Background: an optimization exercise with open tools, aiming at small area. Do not read the settings as production practice. Where RTL was checked, it was by simulation tests only, not by an equivalence proof against the original. Power and IR drop assume default switching activity.

==> job 9816: inputs <==
==> flow/design.v <==
`timescale 1ns / 1ps
module DigitalClock(
    input M_CLOCK,
    input RST,           
    input [3:0] IO_PB,
    input [7:0] IO_DSW,
    output [3:0] IO_SSEGD,
    output [7:0] IO_SSEG,
    output IO_SSEG_COL,
    output [3:0] F_LED,
    output [7:0] IO_LED,
    output TX
    );
  assign IO_SSEG_COL = 1'b1;
  assign F_LED = 4'b0000;
  assign IO_LED = ~IO_DSW;
  reg [12:0] SecondsCounter;
  reg [5:0]  HowManySeconds;
  reg [2:0]  DigitONE;
  reg [3:0]  DigitTWO;
  reg [2:0]  DigitTHREE;
  reg [3:0]  DigitFOUR;
  wire sc_hi = SecondsCounter[12] & SecondsCounter[9] & SecondsCounter[8] &
               SecondsCounter[7] & SecondsCounter[3];             
  wire tick  = sc_hi & ~SecondsCounter[1] & ~SecondsCounter[0];  
  wire sc_wrap = sc_hi & SecondsCounter[1];                      
  wire pbsmp = (SecondsCounter == 13'd10);
  assign TX = (SecondsCounter >= 13'd2502);
  wire m_clk  = (IO_DSW == 8'b00111111);
  wire m_down = (IO_DSW == 8'b11001110);
  wire m_set  = (IO_DSW == 8'b11001111);
  wire m_sw   = (IO_DSW == 8'b11110010);
  wire m_clr  = (IO_DSW == 8'b11110011);
  wire h60 = HowManySeconds[5] & HowManySeconds[4] & HowManySeconds[3] & HowManySeconds[2];
  wire [2:0] q1 = DigitONE;
  wire [3:0] q2 = DigitTWO;
  wire [2:0] q3 = DigitTHREE;
  wire [3:0] q4 = DigitFOUR;
  wire z4  = ~|q4;
  wire e4  = q4 == 4'd9;
  wire z3  = ~|q3;
  wire e3  = q3 == 3'd5;
  wire z2  = ~|q2;
  wire e2  = q2 == 4'd9;
  wire ge2 = |q2[3:1];
  wire z1  = ~|q1;
  wire o1  = q1 == 3'd1;
  wire s1  = q1 == 3'd6;
  wire tk_clk = tick & m_clk & h60;         
  wire tk_up  = tk_clk | (tick & m_sw);     
  wire tk_dn  = tick & m_down;              
  wire pb_clk = pbsmp & m_clk;
  wire pb_set = pbsmp & m_set;
  wire clr    = pbsmp & m_clr & ~(&IO_PB);
  wire allz   = z4 & z3 & z2 & z1;
  wire dnok   = tk_dn & ~allz;
  wire w4  = tk_up | (pb_set & ~IO_PB[3]);           
  wire up4 = w4 | (pb_clk & ~IO_PB[3]);
  wire b4  = dnok & z4;                               
  wire c4  = tk_up & e4;                              
  wire [3:0] t4; assign t4[0] = up4 | dnok;
  assign t4[1] = t4[0] & (q4[0] ^ dnok);
  assign t4[2] = t4[1] & (q4[1] ^ dnok);
  assign t4[3] = t4[2] & (q4[2] ^ dnok);
  wire zall4 = clr | (w4 & e4);
  wire [3:0] n4 = (q4 ^ t4) & ~{zall4, zall4 | b4, zall4 | b4, zall4};
  wire w3  = c4 | (pb_set & ~IO_PB[2]);
  wire up3 = w3 | (pb_clk & ~IO_PB[2]);
  wire b3  = b4 & z3;
  wire c3  = c4 & e3;
  wire [2:0] t3; assign t3[0] = up3 | b4;
  assign t3[1] = t3[0] & (q3[0] ^ b4);
  assign t3[2] = t3[1] & (q3[1] ^ b4);
  wire zall3 = clr | (w3 & e3);
  wire [2:0] n3 = (q3 ^ t3) & ~{zall3, zall3 | b3, zall3};
  wire c3h = c3 & m_clk & ~z1;                        
  wire pb2c = pb_clk & ~IO_PB[1];
  wire pb2s = pb_set & ~IO_PB[1];
  wire set1 = c3h & ge2;                              
  wire up2 = c3 | pb2c | pb2s;
  wire b2  = b3 & z2;
  wire [3:0] t2; assign t2[0] = up2 | b3;
  assign t2[1] = t2[0] & (q2[0] ^ b3);
  assign t2[2] = t2[1] & (q2[1] ^ b3);
  assign t2[3] = t2[2] & (q2[2] ^ b3);
  wire zall2 = clr | set1 | (((c3 & ~c3h) | pb2s) & e2) | (pb2c & o1 & ge2);
  wire [3:0] n2 = ((q2 ^ t2) & ~{zall2, zall2 | b2, zall2 | b2, zall2}) | {3'b000, set1};
  wire pb1c = pb_clk & ~IO_PB[0];
  wire pb1s = pb_set & ~IO_PB[0];
  wire up1 = (c3 & ~c3h & e2) | pb1c | pb1s;
  wire [2:0] t1; assign t1[0] = up1 | b2;
  assign t1[1] = t1[0] & (q1[0] ^ b2);
  assign t1[2] = t1[1] & (q1[1] ^ b2);
  wire zall1 = clr | set1 | (pb1c & o1) | (pb1s & s1);
  wire [2:0] n1 = (q1 ^ t1) & ~{3{zall1}};
  always @(posedge M_CLOCK) begin
    if (RST) begin
      SecondsCounter <= 13'd0;
      HowManySeconds <= 6'd1;
      DigitONE <= 3'd1;
      DigitTWO <= 4'd2;
      DigitTHREE <= 3'd0;
      DigitFOUR <= 4'd0;
    end else begin
      SecondsCounter <= sc_wrap ? 13'd2 : SecondsCounter + 1'b1;
      if (tick & m_clk) HowManySeconds <= h60 ? 6'd1 : HowManySeconds + 1'b1;
      DigitONE <= n1; DigitTWO <= n2; DigitTHREE <= n3; DigitFOUR <= n4;
    end
  end
  reg  [1:0] PP;
  reg  [4:0] PS;
  reg  [3:0] V;
  wire ps_last = PS[4] & PS[3] & (PS[0] | PS[1] | ~(PP[1] & PP[0]));  
  wire blank = PS[4] & PS[3] & PS[1];
  wire [1:0] dsel = ps_last ? PP + 1'b1 : PP;    
  reg  [3:0] vn;
  always @* begin
    case (dsel)
      2'd0: vn = (DigitONE == 3'd7) ? 4'd1 : {1'b0, DigitONE};
      2'd1: vn = (DigitTWO > 4'd9) ? 4'd2 : DigitTWO;
      2'd2: vn = (DigitTHREE > 3'd5) ? 4'd0 : {1'b0, DigitTHREE};
      default: vn = (DigitFOUR > 4'd9) ? 4'd0 : DigitFOUR;
    endcase
  end
  always @(posedge M_CLOCK) begin
    if (RST) begin
      PP <= 2'd3;
      PS <= 5'd26;
      V <= 4'd15;
    end else begin
      if (ps_last) begin
        PS <= 5'd0;
        PP <= PP + 1'b1;
      end else
        PS <= PS + 1'b1;
      V <= vn;
    end
  end
  assign IO_SSEGD = ~(4'b0001 << PP) | {4{blank}};
  wire [6:0] seg =
    (V == 4'd0) ? 7'b1000000 :
    (V == 4'd1) ? 7'b1111001 :
    (V == 4'd2) ? 7'b0100100 :
    (V == 4'd3) ? 7'b0110000 :
    (V == 4'd4) ? 7'b0011001 :
    (V == 4'd5) ? 7'b0010010 :
    (V == 4'd6) ? 7'b0000010 :
    (V == 4'd7) ? 7'b1011000 :
    (V == 4'd8) ? 7'b0000000 :
    (V == 4'd9) ? 7'b0010000 : 7'b1111111;
  assign IO_SSEG = {~(TX & PP[1] & PP[0]), seg};
endmodule
==> flow/flow/run.sh <==
#!/bin/bash
# Own layout flow: the standard ORFS flow (standard.sh) with these changes:
#  - synthesis maps logic with an area-oriented ABC script (flow/abc_area.script),
#  - port buffers use the smallest buffer cell (sky130_fd_sc_hd__buf_1),
#  - clock tree synthesis takes its arguments from flow/cts_args.txt
#    (no dummy loads, chosen buffer list and clustering).
# Synthesis script, floorplan, power grid, taps, placement and routing are the
# standard flow's. Each tool's output goes to ORFS's logs under orfs/logs, and
# make's full output to make_finish.log here.
set -euo pipefail
work=$(pwd)
rm -rf "$work/scripts_local"
mkdir -p "$work/scripts_local"
cp -r "$FLOW_HOME/scripts/." "$work/scripts_local/"
cp "$work/flow/abc_area.script" "$work/scripts_local/abc_area.script"
cts_args=$(tr '\n' ' ' < "$work/flow/cts_args.txt")
bash "$work/standard.sh" \
  "SCRIPTS_DIR=$work/scripts_local" \
  ABC_AREA=1 \
  "BUFFER_PORTS_ARGS=-buffer_cell sky130_fd_sc_hd__buf_1" \
  "CTS_ARGS=$cts_args" \
  finish > "$work/make_finish.log" 2>&1
==> flow/flow/abc_area.script <==
strash
ifraig
dc2
balance; rewrite; refactor; balance; rewrite; rewrite -z; balance; refactor -z; rewrite -z; balance
balance; rewrite; refactor; balance; rewrite; rewrite -z; balance; refactor -z; rewrite -z; balance
dch -f
amap
topo
==> flow/flow/cts_args.txt <==
-sink_clustering_enable -repair_clock_nets -dont_use_dummy_load -buf_list {sky130_fd_sc_hd__clkbuf_4 sky130_fd_sc_hd__clkbuf_8}
==> flow/standard.sh <==
#!/bin/bash
# synth_recipe.tcl (not shown) runs the flow's synth.tcl, then flattens the netlist and writes it again
# the make line also repeats each setting of config.mk as NAME=value (left out here)
make -C /OpenROAD-flow-scripts/flow DESIGN_CONFIG=/design/flow/config.mk WORK_HOME=/design/flow/orfs CLKGATE_MAP_FILE= SYNTH_SCRIPT=/design/flow/synth_recipe.tcl "${@:-finish}"
==> flow/config.mk <==
export PLATFORM = sky130hd
export DESIGN_NAME = DigitalClock
export DESIGN_NICKNAME = DigitalClock
export VERILOG_FILES = /design/flow/design.v
export SDC_FILE = /design/flow/constraint.sdc
export NUM_CORES = 4
export LEC_CHECK = 0
export CAP_MARGIN = 20
export CORE_MARGIN = 2
export CORE_UTILIZATION = 40
export PLACE_DENSITY = 0.6
export SLEW_MARGIN = 20
==> flow/constraint.sdc <==
create_clock -name core_clock -period 10.0 [get_ports {M_CLOCK}]
set_input_delay 2.0000 -clock core_clock [delete_from_list [all_inputs] [get_ports {M_CLOCK}]]
set_output_delay 2.0000 -clock core_clock [all_outputs]
set_load 0.01 [all_outputs]
==> inputs of job 4586, as changes to job 9816 <==
==> flow/flow/abc_area.script (replaced) <==
strash
ifraig
dc2
balance; rewrite; refactor; balance; rewrite; rewrite -z; balance; refactor -z; rewrite -z; balance
&get -n
&deepsyn -T 30
&put
dch -f
amap
topo
==> flow/flow/cts_args.txt (replaced) <==
-sink_clustering_enable -repair_clock_nets -dont_use_dummy_load -buf_list sky130_fd_sc_hd__clkbuf_8
Settings changed: CORE_UTILIZATION 40 to 65, PLACE_DENSITY 0.6 to 0.8.
==> inputs of job 3848, as changes to job 9816 <==
--- a/flow/design.v
+++ b/flow/design.v
@@ -9,23 +9,21 @@
     output IO_SSEG_COL,
     output [3:0] F_LED,
     output [7:0] IO_LED,
-    output TX
+    output reg TX
     );
   assign IO_SSEG_COL = 1'b1;
   assign F_LED = 4'b0000;
   assign IO_LED = ~IO_DSW;
   reg [12:0] SecondsCounter;
   reg [5:0]  HowManySeconds;
+  reg        HALFSECONDFLAG;
   reg [2:0]  DigitONE;
   reg [3:0]  DigitTWO;
   reg [2:0]  DigitTHREE;
   reg [3:0]  DigitFOUR;
-  wire sc_hi = SecondsCounter[12] & SecondsCounter[9] & SecondsCounter[8] &
-               SecondsCounter[7] & SecondsCounter[3];             
-  wire tick  = sc_hi & ~SecondsCounter[1] & ~SecondsCounter[0];  
-  wire sc_wrap = sc_hi & SecondsCounter[1];                      
+  wire tick  = SecondsCounter[12] & SecondsCounter[9] & SecondsCounter[8] &
+               SecondsCounter[7] & SecondsCounter[3];
   wire pbsmp = (SecondsCounter == 13'd10);
-  assign TX = (SecondsCounter >= 13'd2502);
   wire m_clk  = (IO_DSW == 8'b00111111);
   wire m_down = (IO_DSW == 8'b11001110);
   wire m_set  = (IO_DSW == 8'b11001111);
@@ -95,14 +93,18 @@
   wire [2:0] n1 = (q1 ^ t1) & ~{3{zall1}};
   always @(posedge M_CLOCK) begin
     if (RST) begin
+      TX <= 1'b0;
       SecondsCounter <= 13'd0;
       HowManySeconds <= 6'd1;
+      HALFSECONDFLAG <= 1'b0;
       DigitONE <= 3'd1;
       DigitTWO <= 4'd2;
       DigitTHREE <= 3'd0;
       DigitFOUR <= 4'd0;
     end else begin
-      SecondsCounter <= sc_wrap ? 13'd2 : SecondsCounter + 1'b1;
+      TX <= HALFSECONDFLAG;
+      SecondsCounter <= tick ? 13'd0 : SecondsCounter + 1'b1;
+      HALFSECONDFLAG <= (SecondsCounter >= 13'd2500);
       if (tick & m_clk) HowManySeconds <= h60 ? 6'd1 : HowManySeconds + 1'b1;
       DigitONE <= n1; DigitTWO <= n2; DigitTHREE <= n3; DigitFOUR <= n4;
     end
==> flow/flow/run.sh (replaced) <==
#!/bin/bash
# Own layout flow: the standard ORFS flow with two changes,
#  - synthesis maps logic with an area-oriented ABC script (flow/abc_area.script),
#  - port buffers use the smallest buffer cell (sky130_fd_sc_hd__buf_1).
# Everything else (synthesis script, floorplan, power grid, taps, CTS, routing) is
# the standard flow. Each tool's output goes to ORFS's logs under orfs/logs, and
# make's full output to make_finish.log here.
set -euo pipefail
work=$(pwd)
rm -rf "$work/scripts_local"
mkdir -p "$work/scripts_local"
cp -r "$FLOW_HOME/scripts/." "$work/scripts_local/"
cp "$work/flow/abc_area.script" "$work/scripts_local/abc_area.script"
bash "$work/standard.sh" \
  "SCRIPTS_DIR=$work/scripts_local" \
  ABC_AREA=1 \
  "BUFFER_PORTS_ARGS=-buffer_cell sky130_fd_sc_hd__buf_1" \
  finish > "$work/make_finish.log" 2>&1
Settings changed: CTS_CLUSTER_DIAMETER from default to 100, CTS_CLUSTER_SIZE from default to 50.
removed: flow/flow/cts_args.txt
==> results.py <==
metrics = {
    "drt": {
        "wl_mm": 5.370,
    },
    "final_layout": {
        "instances_no_fill": 450,
        "fill_cells": 304,
        "clockNetworkAreaShare_pct": 2.480,
        "multi_input_cells": 260,
    },
    "status": {
        "status": "no timing/DRC/antenna violations",
    },
    "die": {
        "core-area_mm2": 0.003716,
        "rows": 22,
        "start_util_pct": 68.48,
    },
    "critical_path": {
        "arrival_ns": 5.32,
        "cp.required_ns": 10.21,
        "worst_path_largest_cell_delay_ns": 0.58,
    },
    "power_and_ir_drop": {
        "pwr-share-seq_pct": 45.4,
        "clk-power_mw": 0.0955,
    },
    "placed_design": {
        "place_area_mm2": 0.002706,
    },
    "global_routing": {
        "grt_pass1_wl_mm": 9.321,
        "grt_max_degree": 14,
    },
    "sta": {
        "worst_pin_slew_ns": 0.6970,
    },
    "synth": {
        "netlist_instances": 365,
    },
}
-- figures above: job 4586

==> results.py <==
metrics = {
    "drt": {
        "wl_mm": 5.708,
    },
    "power_and_ir_drop": {
        "clk-power_mw": 0.138,
        "pwr-share-seq_pct": 43.1,
    },
    "die": {
        "core-area_mm2": 0.006350,
        "start_util_pct": 41.14,
        "rows": 29,
    },
    "final_layout": {
        "clockNetworkAreaShare_pct": 3.770,
        "fill_cells": 647,
        "multi_input_cells": 270,
    },
    "critical_path": {
        "arrival_ns": 5.14,
        "cp.required_ns": 10.24,
        "worst_path_largest_cell_delay_ns": 0.50,
    },
    "global_routing": {
        "grt_max_degree": 15,
        "grt_pass1_wl_mm": 10.43,
    },
    "placed_design": {
        "place_area_mm2": 0.002810,
    },
    "sta": {
        "worst_pin_slew_ns": 0.6486,
    },
    "status": {
        "status": "no timing/DRC/antenna violations",
    },
}
-- figures above: job 3848

==> results.py <==
metrics = {
    "drt": {
        "wl_mm": 5.842,
    },
    "final_layout": {
        "clockNetworkAreaShare_pct": 2.406,
        "multi_input_cells": 276,
        "fill_cells": 671,
        "instances_no_fill": 489,
    },
    "synth": {
        "netlist_instances": 375,
    },
    "global_routing": {
        "grt_max_degree": 14,
        "grt_pass1_wl_mm": 10.14,
    },
    "power_and_ir_drop": {
        "pwr-share-seq_pct": 46.5,
        "clk-power_mw": 0.0995,
    },
    "status": {
        "status": "no timing/DRC/antenna violations",
    },
    "critical_path": {
        "cp.required_ns": 10.20,
        "arrival_ns": 5.11,
        "worst_path_largest_cell_delay_ns": 0.32,
    },
    "sta": {
        "worst_pin_slew_ns": 0.7630,
    },
    "die": {
        "rows": 29,
        "start_util_pct": 41.08,
        "core-area_mm2": 0.006314,
    },
    "placed_design": {
        "place_area_mm2": 0.002791,
    },
}
-- figures above: job 9816

Function not checked in job 3848: the RTL went through the layout flow alone.

[afterwards: timing with drivers on the ports]
No port has a modelled driver above. Below, the same layouts with a new extraction and two added sets of constraints. Step 1 sets driving cells, clkbuf_16 on the clock port and buf_2 on the other inputs (assumed; they add their load-dependent delay and slew). Step 2, shift: input delay + t, output delay - t, t = (earliest + latest rising clock arrival at the registers) / 2. This alone moves slack from input paths to output paths. Three values: ideal ports, drivers, drivers and shift; two values: the first two.
run | shift t [ns] | setup WS [ns] | clock arrival spread, ns | slew at the worst register clock pin (ns)
job 9816 | 0.317 | 5.094 / 5.103 / 4.786 | 0.016 / 0.016 | 0.08 / 0.08
job 4586 | 0.314 | 4.892 / 4.898 / 4.585 | 0.015 / 0.015 | 0.08 / 0.08
job 3848 | 0.325 | 5.101 / 5.109 / 4.784 | 0.008 / 0.008 | 0.09 / 0.09
After both steps every run listed still meets setup and hold. The setup slack of job 3848, which loses most, moves by +0.008 ns with the drivers and by -0.317 ns with both steps.
